Background: an optimization exercise with open tools, aiming at small area, a short achievable clock period and few clock cycles. Do not read the settings as production practice. Function was not checked in any run shown here: the RTL went through the layout flow alone. No activity file was given, so power comes from the tool's default toggle rates.

## flow/design.v (module list and top-level ports; edited modules follow where they fit)
// module CVAE_top: 469 lines
// module mul_tree: 2034 lines
module CVAE_top #(
    parameter ADDR_WIDTH = 16,
    parameter DATA_WIDTH = 32
)(
    input wire clk,
    input wire rst_n,
    input wire start,
    output reg finish,
    input wire [DATA_WIDTH-1:0] init_data,
    output reg sram_state_wea,
    output reg [ADDR_WIDTH-1:0] sram_state_addr,
    output wire [DATA_WIDTH-1:0] sram_state_wdata,
    output reg [ADDR_WIDTH-1:0] sram_weight_addr,
    input wire [DATA_WIDTH-1:0] sram_weight_rdata,
    output reg [ADDR_WIDTH-1:0] sram_bias_addr,
    input wire [DATA_WIDTH-1:0] sram_bias_rdata,
    output reg [5:0] seq_lens
);
  // ...
==> flow/run.sh <==
#!/bin/bash
# synth_recipe.tcl (not shown) runs the flow's synth.tcl, then flattens the netlist and writes it again
# the make line also repeats each setting of config.mk as NAME=value (left out here)
make -C /OpenROAD-flow-scripts/flow DESIGN_CONFIG=/design/flow/config.mk WORK_HOME=/design/flow/orfs CLKGATE_MAP_FILE= SYNTH_SCRIPT=/design/flow/synth_recipe.tcl finish
==> flow/config.mk <==
export PLATFORM = sky130hd
export DESIGN_NAME = CVAE_top
export DESIGN_NICKNAME = CVAE_top
export VERILOG_FILES = /design/flow/design.v
export SDC_FILE = /design/flow/constraint.sdc
export NUM_CORES = 8
export LEC_CHECK = 0
export CAP_MARGIN = 70
export CORE_MARGIN = 2
export CORE_UTILIZATION = 40
export SETUP_SLACK_MARGIN = 5
export SLEW_MARGIN = 70
==> flow/constraint.sdc <==
create_clock -name core_clock -period 13.0 [get_ports {clk}]
set_input_delay 2.6000 -clock core_clock [delete_from_list [all_inputs] [get_ports {clk}]]
set_output_delay 2.6000 -clock core_clock [all_outputs]
set_load 0.01 [all_outputs]
==> metrics.md, run 1 <==
| Metric | Value |
|---|---|
| Total sequential power | `12.5 mW` |
| Diode count | `14` |
| Critical path launch point | `pS[2]` |
| Global Route Usage Sum | `22.0%` |
| Sequential power share | `40.4%` |
| P_clk | `a little over 9 mW` |
| Net Sw Frac | `between 30% and 40%` |
| Crit. End Element | `register` |
| Total die area | `300000 sq um` |
| Post-synthesis sequential area ratio | `between 50% and 60%` |
| Clock transition at path regs | `0.06 ns` |
| Biggest regs | `ha: 1024 flops, hb: 1024 flops, xr: 608 flops` |
| Cell Area, Synth | `about 120000 sq um` |
| Startpoint Class | `register` |
| Met1 Usage GRT | `a little under a third` |
| NetSw | `about 10 mW` |
| Final setup fails | `0` |
| # DRC | `0` |
| FFs & Latches | `roughly 3.3k` |
| Crit-path max cell delay | `between 0.4 and 0.5 ns` |
| TritonCTS clock tree | `built` |
| Initial Util | `40.2%` |
| Drt initial violations | `around 6.7k` |
| Area contributors post-synth | `dfxtp_1 52%, fa_1 8.4%, edfxtp_1 6.3%` |
| DP HPWL | `around 240000 microns` |
| Run status | `complete, no violations` |
| Final number of hold-violating endpoints | `0` |
| Vias/cell | `between 5 and 6` |
| Wirelength, routed | `between 300000 and 400000 microns` |
| Syn Inst Count | `9858` |
==> inputs of run 2 (changes only) <==
==> flow/flow/run.sh (new file) <==
#!/bin/bash
# Standard layout (the standard.sh, all steps unchanged) with a larger
# setup-slack target for the resizer's repair_timing passes, so that it
# works on paths well inside the clock period. The SDC is not touched.
set -euo pipefail
bash standard.sh SETUP_SLACK_MARGIN=9 finish > standard_make.log 2>&1
==> flow/standard.sh (new file) <==
#!/bin/bash
# synth_recipe.tcl (not shown) runs the flow's synth.tcl, then flattens the netlist and writes it again
# the make line also repeats each setting of config.mk as NAME=value (left out here)
make -C /OpenROAD-flow-scripts/flow DESIGN_CONFIG=/design/flow/config.mk WORK_HOME=/design/flow/orfs CLKGATE_MAP_FILE= SYNTH_SCRIPT=/design/flow/synth_recipe.tcl "${@:-finish}"
--- a/flow/config.mk
+++ b/flow/config.mk
@@ -7,6 +7,5 @@
 export LEC_CHECK = 0
-export CAP_MARGIN = 70
+export CAP_MARGIN = 20
 export CORE_MARGIN = 2
 export CORE_UTILIZATION = 40
-export SETUP_SLACK_MARGIN = 5
-export SLEW_MARGIN = 70
+export SLEW_MARGIN = 20
removed: flow/run.sh
==> run 2 against run 1 <==
Net effect:
- final cell count grew 2.0%
- non-clock buffer count grew 270
- largest power group unchanged
- power grew 6.7%
- hold slack gained 0.014 ns
- synthesized cell count is the same
- setup slack gained 0.90 ns
- fmax grew 18%
- area after synthesis is the same
- sequential power is essentially flat
- die area is the same
- final area grew 3.2%
- largest cell class unchanged
- first-iteration DRC count grew 17%
==> metrics.md, run 2 <==
| Metric | Value |
|---|---|
| Internal reg-to-reg setup slack | `8.11 ns (was 7.21 ns)` |
| Die Height | `547 microns (unchanged)` |
| Pins over their slew limit | `0 (unchanged)` |
| DP HPWL | `227000 microns (was 236000 microns)` |
| Internal power | `22.0 mW (was 20.8 mW)` |
| Leak pwr | `55.9 nW (was 53.5 nW)` |
| Cell Chain, Critical Path | `ha_4 -> a41o_1 -> a21oi_2 -> nor2b_1 -> o21ai_1 -> a21oi_2 -> nor4_2 -> o31a_1 -> a211oi_2 -> o31ai_4 -> a21oi_4 -> ha_4 -> inv_2 -> fa_2 -> nor2b_1 -> o21a_1 -> nor2_2 -> o21ai_2 -> a221o_2 -> a211o_4 -> a21oi_4 -> o21ai_2 -> a31o_2 -> and2_4 (was ha_1 -> a41o_1 -> a21oi_1 -> nor2b_1 -> o21ai_0 -> a21oi_1 -> nor4_1 -> o31a_1 -> a211oi_1 -> o31ai_2 -> a21oi_4 -> ha_1 -> inv_1 -> fa_1 -> nor2b_1 -> o21a_1 -> nor2_1 -> o21ai_1 -> a221o_1 -> a211o_1 -> a21oi_2 -> o21ai_0 -> a31o_2 -> and2_1)` |
| Routed WL per cell | `24.6 microns (was 23.6 microns)` |
| Cts hold-fix bufs | `0 (unchanged)` |
| Finished Cell Area | `143000 sq um (was 138000 sq um)` |
| Max Fclk | `204 MHz (was 173 MHz)` |
| Seq cells post-synth | `3309 (unchanged)` |
| Placed Cells | `13.5k (was 13.6k)` |
| Syn avg cell area | `12.0 sq um (unchanged)` |
| Worst reg2reg startpoint | `pS[2] (unchanged)` |
| Post-synth top area cell | `dfxtp_1 (unchanged)` |
| CP arrival | `5.54 ns (was 6.41 ns)` |
| Reg2Reg Depth | `24 (unchanged)` |
| CTS max path bufs | `4 (unchanged)` |
| Hold depth | `0 (unchanged)` |
| Post-synthesis sequential area ratio | `58.2% (unchanged)` |
| WHS Endpoint | `hb[75] (was hb[427])` |
| Main flop type after synthesis | `dfxtp_1 (unchanged)` |
| Worst-Margin Slew | `1.19 ns (was 0.542 ns)` |
| Commonest non-fill, non-tap cells in the layout | `2915 x dfxtp_1, 536 x inv_1, 510 x nand2_1 (was 2971 x dfxtp_1, 570 x inv_1, 544 x a22oi_1)` |
| Crit path max-delay family | `compound AO/OA/AOI/OAI gates (unchanged)` |
| Async set-reset flop share out of synthesis | `0% (unchanged)` |
| VDD IR max | `0.000157 V (was 0.000127 V)` |
| Yosys top cell area share | `51.9% (unchanged)` |
| Htree depth | `5 (unchanged)` |
| # DRC | `0 (unchanged)` |
| Synth-to-layout area growth | `20.7% (was 17.0%)` |
| DP Worst Slack | `7.41 ns (was 7.29 ns)` |
| Sequential power share | `38.1% (was 40.4%)` |
| Net Sw Frac | `33.6% (was 32.7%)` |
| Largest net degree at the start of global routing | `86 (was 65)` |
| Number of distinct library cells after synthesis | `94 (unchanged)` |
| Via count | `76.2k (was 73.8k)` |
| Num rows | `199 (unchanged)` |
| Most frequent cells after synthesis | `3063 x dfxtp_1, 573 x inv_1, 545 x a22oi_1 (unchanged)` |
| NetSw | `11.1 mW (was 10.1 mW)` |
| Total die area | `300000 sq um (unchanged)` |
| Syn Inst Count | `9858 (unchanged)` |
| First-pass GRT wire length | `506000 microns (was 494000 microns)` |
| Drt first pass iters | `19 (was 17)` |
| Final setup fails | `0 (unchanged)` |
| Root buf cell | `clkbuf_16 (unchanged)` |
| Maximum Capacitance Violations | `0 (unchanged)` |
| Crit path kind | `reg2reg (unchanged)` |
| Non-filler instance count after layout | `14.5k (was 14.2k)` |
| Biggest regs | `ha: 1024 flops, hb: 1024 flops, xr: 608 flops (unchanged)` |
| CP Max Fanout | `4 (unchanged)` |
| CTS buffer count | `318 (unchanged)` |
| Initial Util | `40.2% (unchanged)` |
| EDFF count, synth | `246 (unchanged)` |
| Worst R2R End | `H[28] (unchanged)` |
| Post-layout util | `48.5% (was 47.1%)` |
| Placeable Area | `294000 sq um (unchanged)` |
| Antenna-violating nets left | `0 (unchanged)` |
| Cell area after placement | `123000 sq um (was 127000 sq um)` |
| CP bufs+invs | `1 (unchanged)` |
| Slowest cell on crit path | `a221o_2 (was a221o_1)` |
| Gate power share | `34.2% (was 29.8%)` |
| Critical Path RT | `13.64 ns (was 13.62 ns)` |
| Tcrit/Tclk final | `37.6% (was 44.6%)` |
| Rel. slew slack | `20.8% (was 63.9%)` |
| Clock transition at path regs | `0.06 ns (about the same)` |
| RSZ-0062 raised after global routing | `yes (was no)` |
| Crit. End Element | `register (unchanged)` |
| Initial antenna violation count | `20 (unchanged)` |
| Hold Path Class | `reg2reg (unchanged)` |
| Layout cells sized above 1 | `18.2% (was 11.7%)` |
| HP Start | `hb[107] (was hb[459])` |
| P per Cell Area | `232 nW/um^2 (was 224 nW/um^2)` |
| Port bufs | `175 (unchanged)` |
| Most numerous cell in the Yosys netlist | `dfxtp_1 (unchanged)` |
| CTS Sinks | `3309 (unchanged)` |
| Startpoint Class | `register (unchanged)` |
| Run status | `complete, no violations (unchanged)` |
| RD Place Congestion | `0.917 (was 0.940)` |
| TritonCTS clock tree | `built (unchanged)` |
| Clock share of power | `27.8% (was 29.7%)` |
| DIE WIDTH | `547 microns (unchanged)` |
| Crit-path max cell delay | `0.43 ns (was 0.44 ns)` |
| Most common cell after layout, fill and taps aside | `dfxtp_1 (unchanged)` |
| Drt initial violations | `7828 (was 6680)` |
| Wirelength, routed | `356000 microns (was 335000 microns)` |
| Cell Area, Synth | `118000 sq um (unchanged)` |
| Setup TNS | `0 ns (unchanged)` |
| Number of global-route vias before repair | `75.5k (was 74.7k)` |
| Grt total ovfl | `0 (unchanged)` |
| Global Route Usage Sum | `22.7% (was 22.0%)` |
| Area contributors post-synth | `dfxtp_1 52%, fa_1 8.4%, edfxtp_1 6.3% (unchanged)` |
| Worst-Skew Late Latency | `0.95 ns (was 0.94 ns)` |
| Setup Skew | `0.116 ns (was 0.104 ns)` |
| Io pins | `187 (unchanged)` |
| Final number of hold-violating endpoints | `0 (unchanged)` |
| Nets | `11.2k (was 10.9k)` |
| Min Clock Period, post-route | `4.89 ns (was 5.79 ns)` |
| Final worst slack | `8.11 ns (was 7.21 ns)` |
| Vias/cell | `5.27 (was 5.20)` |
| Synth Warn # | `1 (unchanged)` |
==> run 2: changes by cell type in the layout (fill, tap and decap cells not counted), sizes merged, moves of 11 or more <==
cell	previous run	this run
bufbuf	0	19
diode	14	25
buf	247	571
clkinvlp	5	17
clkbuf	483	457
clkdlybuf4s50	174	98
clkinv	60	83
==> run 2: repair_timing <==
item / in CTS / in global routing
setup endpoints to repair: 380 / 253
cloned: 25 / 19
gates resized for setup: 988 / 431
setup buffers: 201 / 162
pin swaps: 199 / 299
==> run 2: worst max path at each step <==
stage / cells after the start / endpoint / startpoint
2_1_floorplan: 24 / A[28] / pC[2]
3_3_place_gp: 22 / ha[1023] / pC[2]
3_5_place_dp: 22 / ha[1023] / pC[2]
4_1_cts: 24 / H[28] / pS[2]
5_1_grt: 24 / A[30] / pS[2]
6_report: 24 / H[28] / pS[2]
==> run 2: power groups by stage <==
stage / sequential [mW] / clock [mW] / combinational (mW)
finish: 12.6 / 9.18 / 11.3
global route: 12.7 / 9.83 / 12.2
CTS: 12.6 / 9.41 / 10.1
detailed placement: 12.8 / 0 / 8.64
global placement: 12.8 / 0 / 8.62
floorplan: 12.4 / 0 / 6.06
==> run 2: layout make-up <==
cell class / count / area (sq um)
Tap cell: 3919 / 4900
Sequential cell: 3309 / 69100
Clock inverter: 135 / 1560
Fill cell: 25650 / 151000
Multi-Input combinational cell: 5349 / 47600
Clock buffer: 438 / 9060
Inverter: 581 / 2240
Antenna cell: 25 / 62.6
Timing Repair Buffer: 707 / 8080
==> run 2: metal layers <==
layer	part of all wire (%)	global-route usage, %	up-vias
li1	-	-	34104
met1	42	30.8	37177
met2	43	34.4	3836
met3	9.5	5.27	1073
met4	5.3	10.4	10
met5	0.027	0	-
==> run 2: per-stage QoR <==
stage / power, mW / hold slack [ns]
after global placement: 21.4 / 0.310
after detailed placement: 21.5 / 0.312
after floorplan: 18.5 / 0.310
after global routing: 34.7 / 0.288
after CTS: 32.1 / 0.284
final: 33.1 / 0.274
==> run 2: cell families (layout without fill, tap and decap cells) <==
logic type                 count (synthesis)  after routing  synth area share (%)
muxes                                    336            336                  3.50
buffers and inverters                   1210           1861                  3.99
adders and majority gates                788            788                  11.5
DFF                                     3309           3309                  58.2
AOI/OAI and AO/OA                       1856           1856                  10.4
other                                      1             36               0.00317
and+or+nand+nor                         1479           1479                  5.88
xor gates and xnor gates                 879            879                  6.52
==> module CVAE_top, before the edit <==
module CVAE_top #(
    parameter ADDR_WIDTH = 16,
    parameter DATA_WIDTH = 32
)(
    input wire clk,
    input wire rst_n,
    input wire start,
    output reg finish,
    input wire [DATA_WIDTH-1:0] init_data,
    output reg sram_state_wea,
    output reg [ADDR_WIDTH-1:0] sram_state_addr,
    output wire [DATA_WIDTH-1:0] sram_state_wdata,
    output reg [ADDR_WIDTH-1:0] sram_weight_addr,
    input wire [DATA_WIDTH-1:0] sram_weight_rdata,
    output reg [ADDR_WIDTH-1:0] sram_bias_addr,
    input wire [DATA_WIDTH-1:0] sram_bias_rdata,
    output reg [5:0] seq_lens
);
    localparam PH_IDLE = 3'd0, PH_LOAD = 3'd1, PH_L2H = 3'd2, PH_NEUR = 3'd3,
               PH_TAIL = 3'd4, PH_CONF = 3'd5, PH_STATE = 3'd6, PH_DONE = 3'd7;
    localparam MS_HOLD = 3'd0, MS_X = 3'd1, MS_HA = 3'd2, MS_HB = 3'd3,
               MS_COR = 3'd5;
    localparam BS_MEM = 2'd0, BS_A = 2'd1, BS_G = 2'd2;
    localparam TG_A = 2'd0, TG_B = 2'd1, TG_H = 2'd2, TG_R = 2'd3;
    reg rst_q;
    always @(posedge clk) rst_q <= rst_n;
    wire rst = !rst_q;
    reg [2:0] phase;
    reg [8:0] cnt;
    reg [4:0] j;
    reg [9:0] jx19;
    reg       cur;           
    reg [4:0] hidx;          
    reg [4:0] xidx;          
    reg [2:0] ts;            
    reg [2:0] gcnt;
    reg       stop;
    reg [3:0] wrow;
    wire [4:0] hidx2 = hidx + 5'd2;
    wire [4:0] hidx4 = hidx + 5'd4;
    wire [4:0] xidx2 = (xidx >= 5'd17) ? xidx - 5'd17 : xidx + 5'd2;
    reg [19*32-1:0] xr;
    reg [32*32-1:0] ha;
    reg [32*32-1:0] hb;
    wire [31:0] x_head  = xr[31:0];
    wire [31:0] ha_head = ha[31:0];
    wire [31:0] hb_head = hb[31:0];
    wire [31:0] cur_head = cur ? hb_head : ha_head;
    reg [31:0] A, B, G, H;
    reg        o_valid;
    reg [2:0]  o_ms;
    reg [1:0]  o_bs;
    reg        o_bias;
    reg [1:0]  o_tg;
    reg        o_clr;
    reg        o_cun;     
    reg        o_gzm;     
    reg        o_clu;     
    reg        o_clt;     
    reg        o_hdn;     
    reg        o_rdn;     
    reg        o_cmp;     
    reg [15:0] o_wa;
    reg [15:0] o_ba;
    wire [2:0] ms_cur = cur ? MS_HB : MS_HA;
    wire [2:0] ms_new = cur ? MS_HA : MS_HB;
    wire [7:0] l2h_q = cnt[7:0] - 8'd26;
    wire [1:0] l2h_p = (l2h_q < 8'd33) ? 2'd0 : (l2h_q < 8'd66) ? 2'd1 : (l2h_q < 8'd99) ? 2'd2 : 2'd3;
    wire [5:0] l2h_r = l2h_q[5:0] - {l2h_p, 5'd0} - {4'd0, l2h_p};
    always @(*) begin
        o_valid = 1'b0; o_ms = MS_HOLD; o_bs = BS_MEM; o_bias = 1'b0;
        o_tg = TG_A; o_clr = 1'b0; o_cun = 1'b0; o_gzm = 1'b0;
        o_clu = 1'b0; o_clt = 1'b0; o_hdn = 1'b0; o_rdn = 1'b0; o_cmp = 1'b0;
        o_wa = 16'd0; o_ba = 16'd0;
        case (phase)
        PH_L2H: begin
            if (cnt <= 9'd157 && cnt >= 9'd26) begin
                if (l2h_r == 6'd0) begin
                    o_ms = MS_HB;
                end else begin
                    o_valid = 1'b1; o_tg = TG_R; o_clr = (l2h_p == 2'd0); o_bias = (l2h_p == 2'd0);
                    o_wa = {(11'd1347 + {6'd0, hidx4}), l2h_p};
                    o_ba = 16'd207 + {11'd0, hidx4};
                end
            end
        end
        PH_NEUR: begin
            o_valid = 1'b1;
            if (cnt < 9'd32) begin               
                o_ms = ms_cur; o_tg = TG_A; o_clr = (cnt == 9'd0); o_bias = (cnt == 9'd0);
                o_wa = {(11'd121 + {6'd0, j}), hidx2}; o_ba = 16'd160 + {11'd0, j};
            end else if (cnt < 9'd51) begin      
                o_ms = MS_X; o_tg = TG_A; o_bias = (cnt == 9'd32); o_clu = (cnt == 9'd50);
                o_wa = 16'd1216 + {6'd0, jx19} + {11'd0, xidx2}; o_ba = 16'd64 + {11'd0, j};
            end else if (cnt == 9'd51) begin     
                o_valid = (j != 5'd0);
                o_ms = MS_COR; o_bs = BS_G; o_tg = TG_H; o_hdn = (j != 5'd0);
            end else if (cnt < 9'd84) begin      
                o_ms = ms_cur; o_tg = TG_A; o_clr = (cnt == 9'd52); o_bias = (cnt == 9'd52);
                o_wa = {(11'd89 + {6'd0, j}), hidx2}; o_ba = 16'd128 + {11'd0, j};
            end else if (cnt < 9'd103) begin     
                o_ms = MS_X; o_tg = TG_A; o_bias = (cnt == 9'd84); o_clu = (cnt == 9'd102);
                o_wa = 16'd608 + {6'd0, jx19} + {11'd0, xidx2}; o_ba = 16'd32 + {11'd0, j};
            end else if (cnt == 9'd103) begin    
                o_ms = MS_COR; o_bs = BS_G; o_tg = TG_H; o_clr = 1'b1; o_gzm = 1'b1;
            end else if (cnt < 9'd136) begin     
                o_ms = ms_cur; o_tg = TG_A; o_clr = (cnt == 9'd104); o_bias = (cnt == 9'd104);
                o_wa = {(11'd57 + {6'd0, j}), hidx2}; o_ba = 16'd96 + {11'd0, j};
            end else if (cnt < 9'd155) begin     
                o_ms = MS_X; o_tg = TG_B; o_clr = (cnt == 9'd136); o_bias = (cnt == 9'd136);
                o_wa = {6'd0, jx19} + {11'd0, xidx2}; o_ba = {11'd0, j};
            end else begin                       
                o_ms = MS_COR; o_cun = 1'b1; o_bs = BS_A; o_tg = TG_B; o_clt = 1'b1;
            end
        end
        PH_TAIL: begin
            case (ts)
            3'd0, 3'd2: if (cnt >= 9'd2 && xidx2 == 5'd13) begin
                o_valid = 1'b1; o_ms = MS_X; o_tg = ts[1] ? TG_B : TG_A; o_clr = 1'b1; o_bias = 1'b1;
                o_wa = ts[1] ? 16'd5382 : 16'd5344; o_ba = ts[1] ? 16'd206 : 16'd205;
            end
            3'd1, 3'd3: begin
                o_valid = 1'b1; o_ms = MS_X; o_tg = ts[1] ? TG_B : TG_A;
                o_wa = (ts[1] ? 16'd5369 : 16'd5331) + {11'd0, xidx2};
            end
            3'd4: if (cnt >= 9'd43) begin
                o_valid = 1'b1; o_ms = MS_COR; o_bs = BS_G; o_tg = TG_H; o_hdn = 1'b1;
            end
            default: ;
            endcase
        end
        PH_CONF: begin
            o_valid = 1'b1; o_ms = ms_new;
            o_tg = cnt[5] ? TG_B : TG_A;
            o_wa = (cnt[5] ? 16'd5350 : 16'd5312) + {11'd0, hidx2};
            o_cmp = (cnt == 9'd63);
        end
        PH_STATE: begin
            o_valid = 1'b1; o_ms = ms_new;
            o_tg = cnt[5] ? TG_A : TG_B;
            o_clr = (cnt[4:0] == 5'd0); o_bias = (cnt[4:0] == 5'd0);
            o_wa = {(11'd153 + {7'd0, cnt[8:5]}), hidx2};
            o_ba = 16'd192 + {12'd0, cnt[8:5]};
            o_rdn = (cnt[4:0] == 5'd31);
        end
        default: ;
        endcase
    end
    reg hpend; reg [4:0] hslot;
    reg xpend; reg [3:0] xslot; reg xsrc;
    wire h_ins = hpend && (hidx == hslot);
    wire x_ins = xpend && ({1'b0, xslot} == xidx);
    reg        t1_valid, t2_valid, t3_valid;
    reg [2:0]  t1_ms, t2_ms;
    reg [1:0]  t1_bs, t2_bs;
    reg        t1_bias, t2_bias;
    reg [1:0]  t1_tg, t2_tg, t3_tg;
    reg        t1_clr, t2_clr, t3_clr;
    reg        t1_cun, t2_cun;
    reg        t4_sa, t4_sb, t4_sh, t4_sr;       
    reg        t4_wa, t4_wb, t4_wh, t4_wr;       
    reg        t1_gzm, t2_gzm, t3_gzm;
    reg [4:0]  t1_ev, t2_ev, t3_ev, t4_ev, t5_ev;    
    always @(posedge clk) begin
        if (rst) begin
            t1_valid <= 1'b0; t2_valid <= 1'b0; t3_valid <= 1'b0;
            t1_ev <= 5'd0; t2_ev <= 5'd0; t3_ev <= 5'd0; t4_ev <= 5'd0; t5_ev <= 5'd0;
            t1_gzm <= 1'b0; t2_gzm <= 1'b0; t3_gzm <= 1'b0;
            t1_ms <= MS_HOLD; t2_ms <= MS_HOLD;
        end else begin
            t1_valid <= o_valid; t2_valid <= t1_valid; t3_valid <= t2_valid;
            t1_ev <= {o_cmp, o_rdn, o_hdn, o_clt, o_clu};
            t2_ev <= t1_ev; t3_ev <= t2_ev; t4_ev <= t3_ev; t5_ev <= t4_ev;
            t1_gzm <= o_gzm; t2_gzm <= t1_gzm; t3_gzm <= t2_gzm;
            t1_ms <= o_ms; t2_ms <= t1_ms;
        end
        t1_bs <= o_bs; t2_bs <= t1_bs;
        t1_bias <= o_bias; t2_bias <= t1_bias;
        t1_tg <= o_tg; t2_tg <= t1_tg; t3_tg <= t2_tg;
        t1_clr <= o_clr; t2_clr <= t1_clr; t3_clr <= t2_clr;
        t1_cun <= o_cun; t2_cun <= t1_cun;
        t4_sa <= !t3_clr && t3_tg == TG_A;
        t4_sb <= !t3_clr && t3_tg == TG_B;
        t4_sh <= !t3_clr && t3_tg == TG_H;
        t4_sr <= !t3_clr && t3_tg == TG_R;
        t4_wa <= t3_valid && t3_tg == TG_A;
        t4_wb <= t3_valid && t3_tg == TG_B;
        t4_wh <= t3_valid && t3_tg == TG_H;
        t4_wr <= t3_valid && t3_tg == TG_R;
    end
    reg [31:0] cx, cy, cz;
    reg [5:0]  cstep;       
    reg        ctanh;
    wire [23:0] c_t24  = cz[23:0];
    wire [31:0] zm_val = {24'h010000 - cz[23:0], 8'd0};
    reg [32:0] Mr;
    reg [15:0] bneg, bone, btwo;
    reg [31:0] biasr;
    reg [31:0] bsrc;
    always @(*) begin
        bsrc = ({32{t2_bs == BS_MEM}} & sram_weight_rdata) | ({32{t2_bs == BS_A}} & A) |
               ({32{t2_bs == BS_G}} & G);
    end
    wire [32:0] bsx = {bsrc, 1'b0};
    integer bi;
    always @(posedge clk) begin
        Mr <= ({33{t2_ms == MS_X}} & {x_head[31], x_head}) |
              ({33{t2_ms == MS_HA}} & {ha_head[31], ha_head}) |
              ({33{t2_ms == MS_HB}} & {hb_head[31], hb_head}) |
              ({33{t2_ms == MS_COR}} & {(~t2_cun & c_t24[23]), c_t24, 8'd0}) |
              ({33{t2_ms == MS_HOLD}} & Mr);
        for (bi = 0; bi < 16; bi = bi + 1) begin
            bneg[bi] <= bsx[2*bi+2];
            bone[bi] <= bsx[2*bi+1] ^ bsx[2*bi];
            btwo[bi] <= (bsx[2*bi+2] & ~bsx[2*bi+1] & ~bsx[2*bi]) | (~bsx[2*bi+2] & bsx[2*bi+1] & bsx[2*bi]);
        end
        biasr <= t2_bias ? sram_bias_rdata : 32'd0;
    end
    wire [55:0] tS, tC;
    mul_tree mt (.m(Mr), .neg(bneg), .one(bone), .two(btwo), .bias(biasr), .S(tS), .C(tC));
    reg [55:0] pS, pC;
    always @(posedge clk) begin
        pS <= tS;
        pC <= tC;
    end
    wire [31:0] acc_in = ({32{t4_sa}} & A) | ({32{t4_sb}} & B) | ({32{t4_sh}} & H) |
                         ({32{t4_sr}} & ha_head);
    wire [24:0] plo = {1'b0, pS[23:0]} + {1'b0, pC[23:0]};
    wire [31:0] q_s = acc_in ^ pS[55:24] ^ pC[55:24];
    wire [31:0] q_c = (acc_in & pS[55:24]) | (acc_in & pC[55:24]) | (pS[55:24] & pC[55:24]);
    wire [31:0] acc_out = q_s + {q_c[30:0], plo[24]};
    wire w_ring = t4_wr;
    always @(posedge clk) begin
        if (t4_wa) A <= acc_out;
        if (t4_wb) B <= acc_out;
        if (t4_wh) H <= acc_out;
    end
    wire g_cap = (phase == PH_NEUR) && (cnt >= 9'd54) && (cnt <= 9'd104) && (hidx == j);
    always @(posedge clk) begin
        if (t3_gzm) G <= zm_val;
        else if (g_cap) G <= cur_head;
    end
    wire ld_x = (phase == PH_LOAD) && (cnt < 9'd19);
    wire ld_z = (phase == PH_LOAD) && (cnt >= 9'd19);
    wire [31:0] x_tail = ld_x ? init_data : x_ins ? (xsrc ? A : B) : x_head;
    wire [31:0] ha_tail = w_ring ? acc_out : (h_ins && cur) ? H : ha_head;
    wire [31:0] hb_tail = ld_z ? init_data : (h_ins && !cur) ? H : hb_head;
    always @(posedge clk) begin
        xr <= {x_tail, xr[19*32-1:32]};
        ha <= {ha_tail, ha[32*32-1:32]};
        hb <= {hb_tail, hb[32*32-1:32]};
    end
    assign sram_state_wdata = xr[19*32-1:18*32];
    function [37:0] cctl;    
        input [5:0] st;
        input tnh;
        reg [4:0] sh; reg [18:0] cn; reg [2:0] cl;
        begin
            sh = 5'd0; cn = 19'd0; cl = 3'd0;
            case (st)
                6'd1: begin cn = 19'd386121; cl = 3'd1; end
                6'd2: begin cn = 19'd204353; cl = 3'd1; end
                6'd3: begin cn = 19'd112524; cl = 3'd1; end
                6'd4: begin cn = 19'd63763;  cl = 3'd1; end
                6'd5: begin sh = 5'd1;  cn = 19'd35999; cl = 3'd2; end
                6'd6: begin sh = 5'd2;  cn = 19'd16738; cl = 3'd2; end
                6'd7: begin sh = 5'd3;  cn = 19'd8235;  cl = 3'd2; end
                6'd8: begin sh = 5'd4;  cn = 19'd4101;  cl = 3'd2; end
                6'd9: begin sh = 5'd4;  cn = 19'd4101;  cl = 3'd2; end
                6'd10: begin sh = 5'd5;  cn = 19'd2048; cl = 3'd2; end
                6'd11: begin sh = 5'd6;  cn = 19'd1024; cl = 3'd2; end
                6'd12: begin sh = 5'd7;  cn = 19'd512;  cl = 3'd2; end
                6'd13: begin sh = 5'd8;  cn = 19'd256;  cl = 3'd2; end
                6'd14: begin sh = 5'd9;  cn = 19'd128;  cl = 3'd2; end
                6'd15: begin sh = 5'd10; cn = 19'd64;   cl = 3'd2; end
                6'd16: begin sh = 5'd11; cn = 19'd32;   cl = 3'd2; end
                6'd17: begin sh = 5'd12; cn = 19'd16;   cl = 3'd2; end
                6'd18: begin sh = 5'd13; cn = 19'd8;    cl = 3'd2; end
                6'd19: begin sh = 5'd13; cn = 19'd8;    cl = 3'd2; end
                6'd20: begin sh = 5'd14; cn = 19'd4;    cl = 3'd2; end
                6'd21: begin sh = 5'd15; cn = 19'd2;    cl = 3'd2; end
                6'd22, 6'd23: begin cl = 3'd3; end
                default: if (st >= 6'd24 && st <= 6'd40) begin
                    cn = (tnh ? 19'd131072 : 19'd65536) >> (st[4:0] - 5'd24);
                    cl = 3'd4;
                end
            endcase
            cctl = {11'd0, sh, cn, cl};
        end
    endfunction
    reg [4:0]  csh;
    reg [18:0] ccon;
    reg [2:0]  ccl;       
    reg [2:0]  cdsr;      
    wire c_ld_u = t5_ev[0];
    wire c_ld_t = t5_ev[1];
    wire [37:0] cnext = cctl((c_ld_u || c_ld_t) ? 6'd1 : cstep + 6'd1, ctanh);
    wire [31:0] csx = $signed(cx) >>> csh;
    wire [31:0] csy = $signed(cy) >>> csh;
    wire cdz = cz[31];
    wire cdy = cy[31];
    wire c_rot = (ccl == 3'd2);
    wire c_vec = (ccl == 3'd4);
    wire c_x22 = (ccl == 3'd3);
    wire       cx_sub = c_rot & cdz;
    wire [32:0] cx_add_w = {cx, 1'b1} + {(cx_sub ? ~csy : csy), cx_sub};
    wire [31:0] cx_add = cx_add_w[32:1];
    wire       cy_sub = c_rot ? cdz : ~cdy;
    wire [32:0] cy_add_w = {cy, 1'b1} + {(cy_sub ? ~csx : csx), cy_sub};
    wire [31:0] cy_add = cy_add_w[32:1];
    wire       cz_sub = c_vec ? (cdy ^ ctanh) : ~cdz;
    wire [32:0] cz_add_w = {cz, 1'b1} + {(cz_sub ? ~{13'd0, ccon} : {13'd0, ccon}), cz_sub};
    wire [31:0] cz_add = cz_add_w[32:1];
    reg [63:0] cnp;
    always @(*) begin
        case ({cdsr, cdz})
            4'd0:  cnp = {32'h5c52a2a0, 32'h5c52a2a0};
            4'd1:  cnp = {32'he89e173e, 32'he89e1738};
            4'd2:  cnp = {32'h092bf4c5, 32'h092bf4b1};
            4'd3:  cnp = {32'h014f6c61, 32'h014f6bd3};
            4'd4:  cnp = {32'h008e7130, 32'h008e6fe1};
            4'd5:  cnp = {32'h00145dce, 32'h001454a1};
            4'd6:  cnp = {32'h0004ac95, 32'h000483f8};
            4'd7:  cnp = {32'h00013631, 32'h000019e2};
            4'd8:  cnp = {32'h00013634, 32'hffffe620};
            4'd9:  cnp = {32'h0004ac96, 32'hfffb7c08};
            4'd10: cnp = {32'h00145dce, 32'hffebab5e};
            4'd11: cnp = {32'h008e7130, 32'hff71901e};
            4'd12: cnp = {32'h014f6c61, 32'hfeb0942c};
            4'd13: cnp = {32'h092bf4c5, 32'hf6d40b4e};
            4'd14: cnp = {32'he89e173d, 32'h1761e8c7};
            default: cnp = {32'h5c52a29d, 32'ha3ad5d63};
        endcase
    end
    wire [31:0] c_src = c_ld_t ? B : A;
    wire [31:0] c_d   = {{8{c_src[31]}}, c_src[31:8]};
    always @(posedge clk) begin
        if (rst) begin
            cstep <= 6'd0;
        end else if (c_ld_u || c_ld_t) begin
            cstep <= 6'd1;
        end else if (cstep != 6'd0) begin
            cstep <= (cstep == 6'd40) ? 6'd0 : cstep + 6'd1;
        end
        csh <= cnext[26:22];
        ccon <= cnext[21:3];
        ccl <= cnext[2:0];
        if (c_ld_u || c_ld_t) begin
            cz <= c_ld_t ? {c_d[30:0], 1'b0} : (~c_d + 32'd1);
            ctanh <= c_ld_t;
        end else if (cstep != 6'd0) begin
            if (ccl == 3'd1) begin
                cdsr <= {cdsr[1:0], cdz};
                if (cstep == 6'd4) begin
                    cx <= cnp[63:32];
                    cy <= cnp[31:0];
                end
            end
            if (c_rot || c_x22) cx <= cx_add;
            if (c_vec) cx <= {cx[31], cx[31:1]};
            if (c_rot || c_vec) cy <= cy_add;
            if (c_x22) cy <= 32'd65536;
            cz <= c_x22 ? {15'd0, ctanh, 16'd0} : cz_add;
        end
    end
    always @(posedge clk) begin
        sram_weight_addr <= o_wa;
        sram_bias_addr <= o_ba;
    end
    always @(posedge clk) begin
        if (rst) begin
            phase <= PH_IDLE; cnt <= 9'd0; j <= 5'd0; jx19 <= 10'd0; cur <= 1'b0;
            ts <= 3'd0; gcnt <= 3'd0; stop <= 1'b0; wrow <= 4'd0;
            hpend <= 1'b0; xpend <= 1'b0;
            finish <= 1'b0; sram_state_wea <= 1'b0; seq_lens <= 6'd0;
            hidx <= 5'd0; xidx <= 5'd0;
        end else begin
            if (phase == PH_IDLE) begin
                hidx <= 5'd0; xidx <= 5'd0;
            end else begin
                hidx <= hidx + 5'd1;
                xidx <= (xidx == 5'd18) ? 5'd0 : xidx + 5'd1;
            end
            if (t5_ev[2]) begin
                hpend <= 1'b1;
                hslot <= (phase == PH_TAIL) ? j : j - 5'd1;
            end else if (h_ins) hpend <= 1'b0;
            sram_state_wea <= x_ins;
            if (sram_state_wea) sram_state_addr <= sram_state_addr + 16'd1;
            if (t5_ev[3]) begin
                xpend <= 1'b1;
            end else if (x_ins) begin
                xpend <= 1'b0;
                xslot <= xslot + 4'd1;
                xsrc <= ~xsrc;
                wrow <= wrow + 4'd1;
            end
            if (t5_ev[4]) begin
                stop <= ($signed(A) < $signed(B));
                seq_lens <= seq_lens + 6'd1;
            end
            case (phase)
            PH_IDLE: if (start) begin
                phase <= PH_LOAD; cnt <= 9'd0;
                sram_state_addr <= 16'd13;
            end
            PH_LOAD: begin
                cnt <= cnt + 9'd1;
                if (cnt == 9'd22) begin phase <= PH_L2H; cnt <= 9'd0; end
            end
            PH_L2H: begin
                cnt <= cnt + 9'd1;
                if (cnt == 9'd159) begin
                    phase <= PH_NEUR; cnt <= 9'd0; j <= 5'd0; jx19 <= 10'd0; cur <= 1'b0;
                end
            end
            PH_NEUR: begin
                cnt <= cnt + 9'd1;
                if (cnt == 9'd155) begin
                    cnt <= 9'd0;
                    if (j == 5'd31) begin
                        phase <= PH_TAIL; ts <= 3'd0;
                    end else begin
                        j <= j + 5'd1; jx19 <= jx19 + 10'd19;
                    end
                end
            end
            PH_TAIL: begin
                cnt <= cnt + 9'd1;
                case (ts)
                3'd0, 3'd2: if (cnt >= 9'd2 && xidx2 == 5'd13) begin ts <= ts + 3'd1; gcnt <= 3'd1; end
                3'd1, 3'd3: begin
                    gcnt <= gcnt + 3'd1;
                    if (gcnt == 3'd5) ts <= ts + 3'd1;
                end
                3'd4: if (cnt >= 9'd43) begin ts <= 3'd5; gcnt <= 3'd0; end
                3'd5: if (gcnt != 3'd7) gcnt <= gcnt + 3'd1;
                      else if (!hpend) begin
                    phase <= PH_CONF; cnt <= 9'd0;
                end
                default: ;
                endcase
            end
            PH_CONF: begin
                cnt <= cnt + 9'd1;
                if (cnt == 9'd63) begin
                    phase <= PH_STATE; cnt <= 9'd0;
                    wrow <= 4'd0; xslot <= 4'd0; xsrc <= 1'b0;
                end
            end
            PH_STATE: begin
                cnt <= cnt + 9'd1;
                if (cnt == 9'd415) begin
                    cnt <= 9'd0;
                    if (stop) begin
                        phase <= PH_DONE;
                    end else begin
                        phase <= PH_NEUR; j <= 5'd0; jx19 <= 10'd0; cur <= ~cur;
                    end
                end
            end
            PH_DONE: begin
                if (wrow == 4'd13) finish <= 1'b1;
            end
            default: phase <= PH_IDLE;
            endcase
        end
    end
endmodule
==> inputs of run 3 (changes only) <==
--- a/flow/design.v
+++ b/flow/design.v
@@ -35,2 +35,12 @@
     reg [2:0] ts;            
+    localparam P_HZ = 4'd0, P_IZ = 4'd1, P_TC = 4'd2, P_HR = 4'd3, P_IR = 4'd4,
+               P_ZC = 4'd5, P_HN = 4'd6, P_IN = 4'd7, P_N = 4'd8;
+    reg [3:0] part;
+    reg [4:0] pcnt;
+    reg       pfirst;
+    wire      plast = (pcnt == 5'd0);
+    reg [1:0] lp;            
+    reg [5:0] lq;            
+    reg       l2h_on;
+    reg       tge2, tge43;
     reg [2:0] gcnt;
@@ -40,3 +50,6 @@
     wire [4:0] hidx4 = hidx + 5'd4;
-    wire [4:0] xidx2 = (xidx >= 5'd17) ? xidx - 5'd17 : xidx + 5'd2;
+    reg  [4:0] xidx2;        
+    reg [15:0] row;          
+    reg        row_x;        
+    wire [15:0] row_addr = row + {11'd0, (row_x ? xidx2 : hidx2)};
     reg [19*32-1:0] xr;
@@ -66,5 +79,2 @@
     wire [2:0] ms_new = cur ? MS_HA : MS_HB;
-    wire [7:0] l2h_q = cnt[7:0] - 8'd26;
-    wire [1:0] l2h_p = (l2h_q < 8'd33) ? 2'd0 : (l2h_q < 8'd66) ? 2'd1 : (l2h_q < 8'd99) ? 2'd2 : 2'd3;
-    wire [5:0] l2h_r = l2h_q[5:0] - {l2h_p, 5'd0} - {4'd0, l2h_p};
     always @(*) begin
@@ -76,8 +86,8 @@
         PH_L2H: begin
-            if (cnt <= 9'd157 && cnt >= 9'd26) begin
-                if (l2h_r == 6'd0) begin
+            if (l2h_on) begin
+                if (lq == 6'd0) begin
                     o_ms = MS_HB;
                 end else begin
-                    o_valid = 1'b1; o_tg = TG_R; o_clr = (l2h_p == 2'd0); o_bias = (l2h_p == 2'd0);
-                    o_wa = {(11'd1347 + {6'd0, hidx4}), l2h_p};
+                    o_valid = 1'b1; o_tg = TG_R; o_clr = (lp == 2'd0); o_bias = (lp == 2'd0);
+                    o_wa = {(11'd1347 + {6'd0, hidx4}), lp};
                     o_ba = 16'd207 + {11'd0, hidx4};
@@ -88,28 +98,38 @@
             o_valid = 1'b1;
-            if (cnt < 9'd32) begin               
-                o_ms = ms_cur; o_tg = TG_A; o_clr = (cnt == 9'd0); o_bias = (cnt == 9'd0);
-                o_wa = {(11'd121 + {6'd0, j}), hidx2}; o_ba = 16'd160 + {11'd0, j};
-            end else if (cnt < 9'd51) begin      
-                o_ms = MS_X; o_tg = TG_A; o_bias = (cnt == 9'd32); o_clu = (cnt == 9'd50);
-                o_wa = 16'd1216 + {6'd0, jx19} + {11'd0, xidx2}; o_ba = 16'd64 + {11'd0, j};
-            end else if (cnt == 9'd51) begin     
+            case (part)
+            P_HZ: begin
+                o_ms = ms_cur; o_tg = TG_A; o_clr = pfirst; o_bias = pfirst;
+                o_wa = row_addr; o_ba = 16'd160 + {11'd0, j};
+            end
+            P_IZ: begin
+                o_ms = MS_X; o_tg = TG_A; o_bias = pfirst; o_clu = plast;
+                o_wa = row_addr; o_ba = 16'd64 + {11'd0, j};
+            end
+            P_TC: begin                          
                 o_valid = (j != 5'd0);
                 o_ms = MS_COR; o_bs = BS_G; o_tg = TG_H; o_hdn = (j != 5'd0);
-            end else if (cnt < 9'd84) begin      
-                o_ms = ms_cur; o_tg = TG_A; o_clr = (cnt == 9'd52); o_bias = (cnt == 9'd52);
-                o_wa = {(11'd89 + {6'd0, j}), hidx2}; o_ba = 16'd128 + {11'd0, j};
-            end else if (cnt < 9'd103) begin     
-                o_ms = MS_X; o_tg = TG_A; o_bias = (cnt == 9'd84); o_clu = (cnt == 9'd102);
-                o_wa = 16'd608 + {6'd0, jx19} + {11'd0, xidx2}; o_ba = 16'd32 + {11'd0, j};
-            end else if (cnt == 9'd103) begin    
+            end
+            P_HR: begin
+                o_ms = ms_cur; o_tg = TG_A; o_clr = pfirst; o_bias = pfirst;
+                o_wa = row_addr; o_ba = 16'd128 + {11'd0, j};
+            end
+            P_IR: begin
+                o_ms = MS_X; o_tg = TG_A; o_bias = pfirst; o_clu = plast;
+                o_wa = row_addr; o_ba = 16'd32 + {11'd0, j};
+            end
+            P_ZC: begin                          
                 o_ms = MS_COR; o_bs = BS_G; o_tg = TG_H; o_clr = 1'b1; o_gzm = 1'b1;
-            end else if (cnt < 9'd136) begin     
-                o_ms = ms_cur; o_tg = TG_A; o_clr = (cnt == 9'd104); o_bias = (cnt == 9'd104);
-                o_wa = {(11'd57 + {6'd0, j}), hidx2}; o_ba = 16'd96 + {11'd0, j};
-            end else if (cnt < 9'd155) begin     
-                o_ms = MS_X; o_tg = TG_B; o_clr = (cnt == 9'd136); o_bias = (cnt == 9'd136);
-                o_wa = {6'd0, jx19} + {11'd0, xidx2}; o_ba = {11'd0, j};
-            end else begin                       
+            end
+            P_HN: begin
+                o_ms = ms_cur; o_tg = TG_A; o_clr = pfirst; o_bias = pfirst;
+                o_wa = row_addr; o_ba = 16'd96 + {11'd0, j};
+            end
+            P_IN: begin
+                o_ms = MS_X; o_tg = TG_B; o_clr = pfirst; o_bias = pfirst;
+                o_wa = row_addr; o_ba = {11'd0, j};
+            end
+            default: begin                       
                 o_ms = MS_COR; o_cun = 1'b1; o_bs = BS_A; o_tg = TG_B; o_clt = 1'b1;
             end
+            endcase
         end
@@ -117,5 +137,5 @@
             case (ts)
-            3'd0, 3'd2: if (cnt >= 9'd2 && xidx2 == 5'd13) begin
+            3'd0, 3'd2: if (tge2 && xidx2 == 5'd13) begin
                 o_valid = 1'b1; o_ms = MS_X; o_tg = ts[1] ? TG_B : TG_A; o_clr = 1'b1; o_bias = 1'b1;
-                o_wa = ts[1] ? 16'd5382 : 16'd5344; o_ba = ts[1] ? 16'd206 : 16'd205;
+                o_wa = row_addr; o_ba = ts[1] ? 16'd206 : 16'd205;
             end
@@ -123,5 +143,5 @@
                 o_valid = 1'b1; o_ms = MS_X; o_tg = ts[1] ? TG_B : TG_A;
-                o_wa = (ts[1] ? 16'd5369 : 16'd5331) + {11'd0, xidx2};
+                o_wa = row_addr;
             end
-            3'd4: if (cnt >= 9'd43) begin
+            3'd4: if (tge43) begin
                 o_valid = 1'b1; o_ms = MS_COR; o_bs = BS_G; o_tg = TG_H; o_hdn = 1'b1;
@@ -134,3 +154,3 @@
             o_tg = cnt[5] ? TG_B : TG_A;
-            o_wa = (cnt[5] ? 16'd5350 : 16'd5312) + {11'd0, hidx2};
+            o_wa = row_addr;
             o_cmp = (cnt == 9'd63);
@@ -141,3 +161,3 @@
             o_clr = (cnt[4:0] == 5'd0); o_bias = (cnt[4:0] == 5'd0);
-            o_wa = {(11'd153 + {7'd0, cnt[8:5]}), hidx2};
+            o_wa = row_addr;
             o_ba = 16'd192 + {12'd0, cnt[8:5]};
@@ -220,6 +240,9 @@
     mul_tree mt (.m(Mr), .neg(bneg), .one(bone), .two(btwo), .bias(biasr), .S(tS), .C(tC));
-    reg [55:0] pS, pC;
+    wire [16:0] plo16 = {1'b0, tS[15:0]} + {1'b0, tC[15:0]};
+    reg [55:16] pS, pC;
+    reg         pc16;
     always @(posedge clk) begin
-        pS <= tS;
-        pC <= tC;
+        pS <= tS[55:16];
+        pC <= tC[55:16];
+        pc16 <= plo16[16];
     end
@@ -227,6 +250,6 @@
                          ({32{t4_sr}} & ha_head);
-    wire [24:0] plo = {1'b0, pS[23:0]} + {1'b0, pC[23:0]};
+    wire [9:0] plo = {1'b0, pS[23:16], 1'b1} + {1'b0, pC[23:16], pc16};
     wire [31:0] q_s = acc_in ^ pS[55:24] ^ pC[55:24];
     wire [31:0] q_c = (acc_in & pS[55:24]) | (acc_in & pC[55:24]) | (pS[55:24] & pC[55:24]);
-    wire [31:0] acc_out = q_s + {q_c[30:0], plo[24]};
+    wire [31:0] acc_out = q_s + {q_c[30:0], plo[9]};
     wire w_ring = t4_wr;
@@ -237,3 +260,3 @@
     end
-    wire g_cap = (phase == PH_NEUR) && (cnt >= 9'd54) && (cnt <= 9'd104) && (hidx == j);
+    wire g_cap = (phase == PH_NEUR) && ((part == P_HR && pcnt < 5'd30) || part == P_IR) && (hidx == j);
     always @(posedge clk) begin
@@ -297,16 +320,14 @@
     wire [37:0] cnext = cctl((c_ld_u || c_ld_t) ? 6'd1 : cstep + 6'd1, ctanh);
-    wire [31:0] csx = $signed(cx) >>> csh;
-    wire [31:0] csy = $signed(cy) >>> csh;
     wire cdz = cz[31];
     wire cdy = cy[31];
-    wire c_rot = (ccl == 3'd2);
-    wire c_vec = (ccl == 3'd4);
-    wire c_x22 = (ccl == 3'd3);
+    reg c_np, c_rot, c_vec, c_x22;       
     wire       cx_sub = c_rot & cdz;
-    wire [32:0] cx_add_w = {cx, 1'b1} + {(cx_sub ? ~csy : csy), cx_sub};
+    wire       cy_sub = (c_rot & cdz) | (~c_rot & ~cdy);
+    wire [31:0] csx = $signed(cx ^ {32{cy_sub}}) >>> csh;
+    wire [31:0] csy = $signed(cy ^ {32{cx_sub}}) >>> csh;
+    wire [32:0] cx_add_w = {cx, 1'b1} + {csy, cx_sub};
     wire [31:0] cx_add = cx_add_w[32:1];
-    wire       cy_sub = c_rot ? cdz : ~cdy;
-    wire [32:0] cy_add_w = {cy, 1'b1} + {(cy_sub ? ~csx : csx), cy_sub};
+    wire [32:0] cy_add_w = {cy, 1'b1} + {csx, cy_sub};
     wire [31:0] cy_add = cy_add_w[32:1];
-    wire       cz_sub = c_vec ? (cdy ^ ctanh) : ~cdz;
+    wire       cz_sub = (c_vec & (cdy ^ ctanh)) | (~c_vec & ~cdz);
     wire [32:0] cz_add_w = {cz, 1'b1} + {(cz_sub ? ~{13'd0, ccon} : {13'd0, ccon}), cz_sub};
@@ -345,4 +366,10 @@
         csh <= cnext[26:22];
+        cx <= c_np ? cnp[63:32] : c_vec ? {cx[31], cx[31:1]} : cx_add;
+        cy <= c_np ? cnp[31:0] : c_x22 ? 32'd65536 : cy_add;
         ccon <= cnext[21:3];
         ccl <= cnext[2:0];
+        c_np  <= (cnext[2:0] == 3'd1);
+        c_rot <= (cnext[2:0] == 3'd2);
+        c_x22 <= (cnext[2:0] == 3'd3);
+        c_vec <= (cnext[2:0] == 3'd4);
         if (c_ld_u || c_ld_t) begin
@@ -351,13 +378,3 @@
         end else if (cstep != 6'd0) begin
-            if (ccl == 3'd1) begin
-                cdsr <= {cdsr[1:0], cdz};
-                if (cstep == 6'd4) begin
-                    cx <= cnp[63:32];
-                    cy <= cnp[31:0];
-                end
-            end
-            if (c_rot || c_x22) cx <= cx_add;
-            if (c_vec) cx <= {cx[31], cx[31:1]};
-            if (c_rot || c_vec) cy <= cy_add;
-            if (c_x22) cy <= 32'd65536;
+            if (c_np) cdsr <= {cdsr[1:0], cdz};
             cz <= c_x22 ? {15'd0, ctanh, 16'd0} : cz_add;
@@ -373,8 +390,9 @@
             ts <= 3'd0; gcnt <= 3'd0; stop <= 1'b0; wrow <= 4'd0;
+            l2h_on <= 1'b0; part <= P_HZ; pcnt <= 5'd31; pfirst <= 1'b1;
             hpend <= 1'b0; xpend <= 1'b0;
             finish <= 1'b0; sram_state_wea <= 1'b0; seq_lens <= 6'd0;
-            hidx <= 5'd0; xidx <= 5'd0;
+            hidx <= 5'd0; xidx <= 5'd0; xidx2 <= 5'd2;
         end else begin
             if (phase == PH_IDLE) begin
-                hidx <= 5'd0; xidx <= 5'd0;
+                hidx <= 5'd0; xidx <= 5'd0; xidx2 <= 5'd2;
             end else begin
@@ -382,2 +400,3 @@
                 xidx <= (xidx == 5'd18) ? 5'd0 : xidx + 5'd1;
+                xidx2 <= (xidx2 == 5'd18) ? 5'd0 : xidx2 + 5'd1;
             end
@@ -402,5 +421,6 @@
             case (phase)
-            PH_IDLE: if (start) begin
-                phase <= PH_LOAD; cnt <= 9'd0;
+            PH_IDLE: begin
+                cnt <= 9'd0;
                 sram_state_addr <= 16'd13;
+                if (start) phase <= PH_LOAD;
             end
@@ -412,2 +432,12 @@
                 cnt <= cnt + 9'd1;
+                row <= {11'd121, 5'd0}; row_x <= 1'b0;
+                part <= P_HZ; pcnt <= 5'd31; pfirst <= 1'b1;
+                if (cnt == 9'd25) begin l2h_on <= 1'b1; lp <= 2'd0; lq <= 6'd0; end
+                if (l2h_on) begin
+                    lq <= (lq == 6'd32) ? 6'd0 : lq + 6'd1;
+                    if (lq == 6'd32) begin
+                        lp <= lp + 2'd1;
+                        if (lp == 2'd3) l2h_on <= 1'b0;
+                    end
+                end
                 if (cnt == 9'd159) begin
@@ -417,10 +447,27 @@
             PH_NEUR: begin
-                cnt <= cnt + 9'd1;
-                if (cnt == 9'd155) begin
-                    cnt <= 9'd0;
-                    if (j == 5'd31) begin
-                        phase <= PH_TAIL; ts <= 3'd0;
-                    end else begin
-                        j <= j + 5'd1; jx19 <= jx19 + 10'd19;
+                pcnt <= pcnt - 5'd1;
+                pfirst <= 1'b0;
+                if (plast) begin
+                    pfirst <= 1'b1;
+                    case (part)
+                    P_HZ: begin part <= P_IZ; pcnt <= 5'd18; row <= 16'd1216 + {6'd0, jx19}; row_x <= 1'b1; end
+                    P_IZ: begin part <= P_TC; pcnt <= 5'd0; row <= {(11'd89 + {6'd0, j}), 5'd0}; row_x <= 1'b0; end
+                    P_TC: begin part <= P_HR; pcnt <= 5'd31; end
+                    P_HR: begin part <= P_IR; pcnt <= 5'd18; row <= 16'd608 + {6'd0, jx19}; row_x <= 1'b1; end
+                    P_IR: begin part <= P_ZC; pcnt <= 5'd0; row <= {(11'd57 + {6'd0, j}), 5'd0}; row_x <= 1'b0; end
+                    P_ZC: begin part <= P_HN; pcnt <= 5'd31; end
+                    P_HN: begin part <= P_IN; pcnt <= 5'd18; row <= {6'd0, jx19}; row_x <= 1'b1; end
+                    P_IN: begin part <= P_N; pcnt <= 5'd0;
+                          row <= (j == 5'd31) ? 16'd5331 : {(11'd122 + {6'd0, j}), 5'd0}; row_x <= (j == 5'd31); end
+                    default: begin
+                        part <= P_HZ; pcnt <= 5'd31;
+                        cnt <= 9'd0;
+                        tge2 <= 1'b0; tge43 <= 1'b0;
+                        if (j == 5'd31) begin
+                            phase <= PH_TAIL; ts <= 3'd0;
+                        end else begin
+                            j <= j + 5'd1; jx19 <= jx19 + 10'd19;
+                        end
                     end
+                    endcase
                 end
@@ -429,2 +476,4 @@
                 cnt <= cnt + 9'd1;
+                if (cnt == 9'd1) tge2 <= 1'b1;
+                if (cnt == 9'd42) tge43 <= 1'b1;
                 case (ts)
@@ -433,3 +482,3 @@
                     gcnt <= gcnt + 3'd1;
-                    if (gcnt == 3'd5) ts <= ts + 3'd1;
+                    if (gcnt == 3'd5) begin ts <= ts + 3'd1; row <= 16'd5369; end
                 end
@@ -438,3 +487,3 @@
                       else if (!hpend) begin
-                    phase <= PH_CONF; cnt <= 9'd0;
+                    phase <= PH_CONF; cnt <= 9'd0; row <= 16'd5312; row_x <= 1'b0;
                 end
@@ -445,2 +494,4 @@
                 cnt <= cnt + 9'd1;
+                if (cnt == 9'd31) row <= 16'd5350;
+                if (cnt == 9'd63) row <= {11'd153, 5'd0};
                 if (cnt == 9'd63) begin
@@ -452,4 +503,7 @@
                 cnt <= cnt + 9'd1;
+                if (cnt[4:0] == 5'd31) row <= row + 16'd32;
                 if (cnt == 9'd415) begin
+                    row <= {11'd121, 5'd0};
                     cnt <= 9'd0;
+                    part <= P_HZ; pcnt <= 5'd31; pfirst <= 1'b1;
                     if (stop) begin
--- a/flow/flow/run.sh
+++ b/flow/flow/run.sh
@@ -5,2 +5,2 @@
 set -euo pipefail
-bash standard.sh SETUP_SLACK_MARGIN=9 finish > standard_make.log 2>&1
+bash standard.sh SETUP_SLACK_MARGIN=8.6 finish > standard_make.log 2>&1
--- a/flow/config.mk
+++ b/flow/config.mk
@@ -10,2 +10,4 @@
 export CORE_UTILIZATION = 40
+export CTS_CLUSTER_DIAMETER = 60
+export CTS_CLUSTER_SIZE = 24
 export SLEW_MARGIN = 20
==> run 3 against run 2 <==
Net effect:
- clock skew up 0.010 ns
- via count down 3.8%
- combinational power down 12%
- power down 10%
- critical path type unchanged
- global-route usage down 1.2 points
==> metrics.md, run 3 <==
| Metric | Value |
|---|---|
| Run status | `complete, no violations (unchanged)` |
| Worst-Skew Late Latency | `0.95 ns (about the same)` |
| Register Area | `68800 sq um (was 69100 sq um)` |
| Io pins | `187 (unchanged)` |
| Hold Path Class | `reg2reg (unchanged)` |
| Leak pwr | `51.5 nW (was 55.9 nW)` |
| Seq cells post-synth | `3326 (was 3309)` |
| Setup Skew | `0.126 ns (was 0.116 ns)` |
| Vias/cell | `5.28 (was 5.27)` |
| Complex-gate fraction of the synthesized area | `10.2% (was 10.4%)` |
| CP Max Fanout | `15 (was 4)` |
| CTS Sinks | `3326 (was 3309)` |
| Final number of hold-violating endpoints | `0 (unchanged)` |
| Rel. slew slack | `18.8% (was 20.8%)` |
| Antenna-violating nets left | `0 (unchanged)` |
| Biggest regs | `ha: 1024 flops, hb: 1024 flops, xr: 608 flops (unchanged)` |
| Main flop type after synthesis | `dfxtp_1 (unchanged)` |
| Cell Area, Synth | `118000 sq um (about the same)` |
| EDFF count, synth | `210 (was 246)` |
| RD Place Congestion | `0.940 (was 0.917)` |
| WHS | `0.269 ns (was 0.274 ns)` |
| Port bufs | `178 (was 175)` |
| Syn avg cell area | `12.0 sq um (about the same)` |
| Placeable Area | `293000 sq um (was 294000 sq um)` |
| Area contributors post-synth | `dfxtp_1 53%, fa_1 8.5%, edfxtp_1 5.4% (was dfxtp_1 52%, fa_1 8.4%, edfxtp_1 6.3%)` |
| Min Clock Period, post-route | `4.44 ns (was 4.89 ns)` |
| Layout cells sized above 1 | `8.84% (was 18.2%)` |
| Drt initial violations | `6861 (was 7828)` |
| Most common cell after layout, fill and taps aside | `dfxtp_1 (unchanged)` |
| Footprint of the multi-input gates | `45300 sq um (was 47600 sq um)` |
| Clock transition at path regs | `0.09 ns (was 0.06 ns)` |
| Routed WL per cell | `23.9 microns (was 24.6 microns)` |
| Setup TNS | `0 ns (unchanged)` |
| Root buf cell | `clkbuf_16 (unchanged)` |
| Htree depth | `4 (was 5)` |
| Tcrit/Tclk final | `34.2% (was 37.6%)` |
| Via count | `73.3k (was 76.2k)` |
| Num rows | `199 (unchanged)` |
| Global Route Usage Sum | `21.5% (was 22.7%)` |
| TritonCTS clock tree | `built (unchanged)` |
| DP HPWL | `219000 microns (was 227000 microns)` |
| Critical Path RT | `13.72 ns (was 13.64 ns)` |
| CP arrival | `5.16 ns (was 5.54 ns)` |
| Pins over their slew limit | `0 (unchanged)` |
| Post-synthesis sequential area ratio | `58.4% (was 58.2%)` |
| Post-synth top area cell | `dfxtp_1 (unchanged)` |
| Startpoint Class | `register (unchanged)` |
| Post-Synth Adder-Cell Area | `11.5% (about the same)` |
| Number of global-route vias before repair | `73.2k (was 75.5k)` |
| Number of distinct library cells after synthesis | `93 (was 94)` |
| # DRC | `0 (unchanged)` |
| Async set-reset flop share out of synthesis | `0% (unchanged)` |
| Most numerous cell in the Yosys netlist | `dfxtp_1 (unchanged)` |
| Grt total ovfl | `0 (unchanged)` |
| P per Cell Area | `224 nW/um^2 (was 232 nW/um^2)` |
| CTS max path bufs | `4 (unchanged)` |
| Drt first pass iters | `7 (was 19)` |
| Synth Area in Simple Gates | `5.88% (about the same)` |
| Crit path kind | `reg2reg (unchanged)` |
| Mux cell area share after synthesis | `3.54% (was 3.50%)` |
| DP Worst Slack | `7.25 ns (was 7.41 ns)` |
| Largest family of logic cells by synthesized area | `adder cells (unchanged)` |
| Yosys top cell area share | `53.0% (was 51.9%)` |
| DIE WIDTH | `546 microns (was 547 microns)` |
| Crit. End Element | `register (unchanged)` |
| Maximum Capacitance Violations | `0 (unchanged)` |
| Final setup fails | `0 (unchanged)` |
| Syn Inst Count | `9819 (was 9858)` |
| First-pass GRT wire length | `483000 microns (was 506000 microns)` |
| Nets | `10.7k (was 11.2k)` |
| Fillers | `26.8k (was 25.7k)` |
| RSZ-0062 raised after global routing | `yes (unchanged)` |
| VDD IR max | `0.000129 V (was 0.000157 V)` |
| Total die area | `299000 sq um (was 300000 sq um)` |
| Max Fclk | `225 MHz (was 204 MHz)` |
| Synth Warn # | `1 (unchanged)` |
| Synth-to-layout area growth | `12.7% (was 20.7%)` |
| Commonest non-fill, non-tap cells in the layout | `3053 x dfxtp_1, 560 x inv_1, 557 x a22oi_1 (was 2915 x dfxtp_1, 536 x inv_1, 510 x nand2_1)` |
| Largest net degree at the start of global routing | `66 (was 86)` |
| XOR/XNOR Fraction of Synth Area | `6.68% (was 6.52%)` |
| Worst-Margin Slew | `1.21 ns (was 1.19 ns)` |
| Initial antenna violation count | `23 (was 20)` |
| CTS buffer count | `217 (was 318)` |
| Die Height | `546 microns (was 547 microns)` |
| Wirelength, routed | `332000 microns (was 356000 microns)` |
| Final worst slack | `8.56 ns (was 8.11 ns)` |
| Most frequent cells after synthesis | `3116 x dfxtp_1, 561 x inv_1, 559 x a22oi_1 (was 3063 x dfxtp_1, 573 x inv_1, 545 x a22oi_1)` |
| Initial Util | `40.1% (was 40.2%)` |
-- run 3: cell count changes after synthesis, sizes merged, moves of 22 or more --
| cell | before | now |
|---|---|---|
| dfxtp | 3063 | 3116 |
| clkbuf | 513 | 472 |
| edfxtp | 246 | 210 |
| xnor2 | 403 | 436 |
| mux2i | 246 | 278 |
| nand2 | 531 | 506 |
| a21oi | 350 | 328 |
| o211ai | 43 | 21 |
-- run 3: area by class of cell --
class,instances,share of cell area (%)
flip-flops and latches,3326,51.9
diodes,12,0.0226
well taps,3919,3.70
multi-input cells,5321,34.1
inverters,573,1.64
repair inverters,1,0.0123
clock buffers,237,4.20
clock inverters,107,1.25
repair buffers,405,3.17
-- run 3: path summary, 6_finish.rpt --
path,from,endpoint,slack (ns),cells past startpoint
worst max-delay path,csh[0],cy[31],8.56,16
worst min-delay path,hb[591],hb[559],0.27,0
worst max register to register,csh[0],cy[31],8.56,16
worst min register to register,hb[591],hb[559],0.27,0
-- run 3: where the power goes --
group / internal (mW) / switching, mW / total [mW] / leakage, nW
clock: 3.41 / 3.69 / 7.10 / 3.49
sequential: 11.9 / 0.767 / 12.7 / 27.3
combinational: 3.97 / 5.98 / 9.95 / 20.8
-- run 3: per-stage QoR --
stage	total power, mW	instance area, sq um	utilization, %	cells
global placement	21.8	123000	42.0	13452
CTS	29.4	131000	44.8	13842
finish	29.7	133000	45.2	13901
detailed placement	21.8	123000	42.0	13454
floorplan	18.7	118000	-	9826
global route	31.4	133000	45.2	13890
-- run 3: cells by family after synthesis --
logic type / Yosys count
muxes: 357
other: 1
adders and majority gates: 782
AOI/OAI and AO/OA: 1814
buffers and inverters: 1179
DFF: 3326
and+or+nand+nor: 1462
xor gates and xnor gates: 898
-- run 3: layer usage --
layer / global-route usage [%] / up-vias / share of wire, %
met5: 0 / - / 0.0090
met4: 8.37 / 4 / 4.2
met3: 4.74 / 804 / 9.4
met2: 31.9 / 3424 / 42
met1: 30.5 / 36130 / 44
li1: - / 32969 / -
-- run 3: what timing repair did --
item / CTS / global route
hold buffers: 0 / 0
endpoints found under the hold margin: 0 / 0
gates resized for setup: 214 / 204
setup endpoints to repair: 233 / 102
cloned: 8 / 7
buffers inserted: 36 / 40
pin swaps: 34 / 34
-- run 3: critical path, cell delays in order, from the launching register on --
cell,delay [ns]
dfxtp_4,0.43
buf_16,0.17
buf_4,0.13
mux4_2,0.49
xnor2_1,0.19
mux2i_1,0.15
mux2i_2,0.34
ha_4,0.28
and3_1,0.20
and2_1,0.17
and3_1,0.20
a221oi_4,0.37
o2bb2ai_4,0.11
a21oi_2,0.18
o21ai_2,0.11
a2111oi_4,0.39
mux2_4,0.33

[separate check: timing with driven ports]
Ports are ideal in the flow. The routed layouts listed here were re-timed in OpenROAD. Step 1 (the two cells are an assumption about what drives the block):
set clk [get_ports {clk}]
set_driving_cell -lib_cell sky130_fd_sc_hd__clkbuf_16 $clk
set_driving_cell -lib_cell sky130_fd_sc_hd__buf_2 [delete_from_list [all_inputs] $clk]
Step 2 adds t to the input delays and takes it off the output delays; t is the mean of the earliest and latest rising clock arrival at the registers after step 1. Input paths then give back, and output paths get back, about the clock's delay inside the block. Slacks: no drivers / after step 1 / after step 2; pairs: no drivers / after step 1.
run | t (ns) | setup slack, ns | worst data-port slew with drivers (ns)
run 1 | 0.984 | 7.208 / 7.208 / 7.208 | 0.07
run 2 | 0.989 | 8.107 / 8.107 / 8.107 | 0.08
run 3 | 0.989 | 8.560 / 8.560 / 8.418 | 0.08
After both steps setup and hold are still met in every run listed. For run 3, which loses most, drivers alone change the setup slack by 0.000 ns; drivers and shift together by -0.142 ns.
